What follows belongs to an exercise in optimizing a design on an open flow for small area; a production flow would make more cautious choices.
In this exercise RTL edits were held to simulation tests only and were not proved equivalent to the original.
No activity file was given, so power comes from the tool's default toggle rates.

Design vga_game, start of the top module:
module vga_game(
    input clk, reset, higher_btn, lower_btn, confirm_btn,
    output [2:0] rgb_led, state,
    output o_hsync, o_vsync,
    output [3:0] o_red, o_green, o_blue,
    output [7:0] counter
    );
    reg [2:0] qh, ql;
    always @(posedge clk) begin
        qh <= {qh[1:0], higher_btn};
        ql <= {ql[1:0], lower_btn};
    end
    wire hp = qh[1] & qh[0] & ~qh[2];
    wire lp = ql[1] & ql[0] & ~ql[2];
    reg [2:0] s;
    reg [7:0] lfsr, rnum, cnt;
    wire [7:0] tnum = {lfsr_fb(rnum), rnum[7:1]};    
    function lfsr_fb(input [7:0] v);
        lfsr_fb = v[0] ^ v[2] ^ v[3] ^ v[4];
    endfunction
    wire st_idle  = (s == 3'b000);
    wire st_guess = (s == 3'b001);
    wire st_get   = (s[1:0] == 2'b10);
    wire st_check = (s[1:0] == 2'b11);
    wire st_res   = (s == 3'b100);
    wire right = s[2] ^ tnum[7];
    wire rng_en = st_idle | st_res | (st_guess & (hp | lp));
    always @(posedge clk) begin
        if (reset) s <= 3'b000;
        else if (st_idle | st_res) s <= confirm_btn ? 3'b001 : s;
        else if (st_guess) s <= hp ? 3'b010 : lp ? 3'b110 : 3'b001;
        else if (st_get) s <= {s[2], 2'b11};
        else if (st_check) s <= right ? 3'b001 : 3'b100;
        else s <= 3'b000;
        if (reset) lfsr <= 8'd1;
        else if (rng_en) lfsr <= {lfsr_fb(lfsr), lfsr[7:1]};
        if (st_idle) rnum <= 8'd0;
        else if (st_guess) rnum <= lfsr;
        if (st_idle) cnt <= 8'd0;
        else if (st_check & right) cnt <= cnt + 8'd1;
    end
    assign state = {s[2] & ~s[1], s[1:0]};
    assign counter = cnt;
    reg [1:0] ds;
    always @(posedge clk) begin
  ...
Size: about 62 flip-flops, ~33 I/O pins, ~4100 um2 of cells after synthesis.
==> flow/config.mk <==
export PLATFORM = sky130hd
export DESIGN_NAME = vga_game
export DESIGN_NICKNAME = vga_game
export VERILOG_FILES = /design/flow/design.v
export SDC_FILE = /design/flow/constraint.sdc
export NUM_CORES = 4
export LEC_CHECK = 0
export ABC_AREA = 1
export CAP_MARGIN = 20
export CORE_MARGIN = 2
export CORE_UTILIZATION = 40
export PLACE_DENSITY = 0.6
export SLEW_MARGIN = 20
==> flow/constraint.sdc <==
create_clock -name core_clock -period 10.0 [get_ports {clk}]
set_input_delay 2.0000 -clock core_clock [delete_from_list [all_inputs] [get_ports {clk}]]
set_output_delay 2.0000 -clock core_clock [all_outputs]
set_load 0.01 [all_outputs]
standard.sh (not shown) runs the stock make flow with config.mk's settings and CLKGATE_MAP_FILE= SYNTH_SCRIPT=/design/flow/synth_recipe.tcl, a recipe that flattens the netlist after the stock synthesis.
==> flow/flow/run.sh <==
#!/bin/bash
# Layout: the standard flow, with an area-oriented ABC script, unit-size port buffers and a
# clock tree of small buffers without dummy loads.
set -euo pipefail
W=$PWD
F=$W/flow
export BUFFER_PORTS_ARGS="-buffer_cell sky130_fd_sc_hd__buf_1"
export CTS_ARGS="-sink_clustering_enable -repair_clock_nets -dont_use_dummy_load -buf_list {sky130_fd_sc_hd__clkbuf_4 sky130_fd_sc_hd__clkbuf_8}"
bash standard.sh SYNTH_SCRIPT=$F/synth.tcl finish > $W/standard.log 2>&1
==> flow/flow/abc_area.script <==
strash
&get -n
&fraig -x
&put
scorr
dc2
strash
&get -n
&deepsyn -T 20
&put
dch
amap
topo
==> flow/flow/synth.tcl <==
# Standard synthesis (synth_recipe.tcl), with an area-oriented ABC script in place of ORFS's.
set flow_dir [file dirname [file normalize [info script]]]
proc abc {args} {
  global flow_dir
  set i [lsearch $args -script]
  if {$i >= 0} { lset args [expr {$i + 1}] [file join $flow_dir abc_area.script] }
  yosys abc {*}$args
}
source [file join [file dirname $flow_dir] synth_recipe.tcl]
The starting point ran to the end with no violations.
Next try:
==> flow/run.sh (new file) <==
#!/bin/bash
# synth_recipe.tcl (not shown) runs the flow's synth.tcl, then flattens the netlist and writes it again
# the make line also repeats each setting of config.mk as NAME=value (left out here)
make -C /OpenROAD-flow-scripts/flow DESIGN_CONFIG=/design/flow/config.mk WORK_HOME=/design/flow/orfs CLKGATE_MAP_FILE= SYNTH_SCRIPT=/design/flow/synth_recipe.tcl finish
removed: flow/flow/run.sh
removed: flow/flow/abc_area.script
removed: flow/flow/synth.tcl
removed: flow/standard.sh
What happened:
- The changed run finished clean
- die area increases by 33%
- worst setup slack improves by 2.9 ns
- clock skew went down by 0.013 ns
- final area grows by 39%
- final cell count is higher by 46%
- utilization rises by 1.2 points
- sequential share of layout area falls by 7.9 points
- sequential power is about the same
Next try:
Settings changed: CORE_UTILIZATION 40 to 70, PLACE_DENSITY 0.6 to 0.8.
After rerunning:
- combinational power went up by about 3%
- hold slack is better by 0.011 ns
- sequential share of layout area came out higher by 0.61 points
- die area is lower by 42%
- core utilization goes up by 32 points
- total power is lower by about 11%
- final area came out lower by 2.9%
- fmax rose by 1.0%
- area after synthesis does not change

-- static timing again, ports no longer ideal --
Ports are ideal in the flow. The routed layouts listed here were re-timed in OpenROAD.
Step 1 (the two cells are an assumption about what drives the block):
set clk [get_ports {clk}]
set_driving_cell -lib_cell sky130_fd_sc_hd__clkbuf_16 $clk
set_driving_cell -lib_cell sky130_fd_sc_hd__buf_2 [delete_from_list [all_inputs] $clk]
Step 2 moves the port delays by t, midway between the first and last clock arrival at a register: inputs arrive t later, outputs are due t later. That takes back most of the time a late clock gives input paths.
Three values: ideal ports, drivers, drivers and shift; two values: the first two.
run	t, ns	setup slack, ns	worst hold slack (ns)
the first run	0.370	2.975 / 2.975 / 2.975	0.353 / 0.353 / 0.353
the second run	0.379	5.837 / 5.796 / 5.885	0.348 / 0.348 / 0.348
the third run	0.376	5.879 / 5.849 / 5.879	0.358 / 0.358 / 0.358
After both steps every run listed still meets setup and hold.
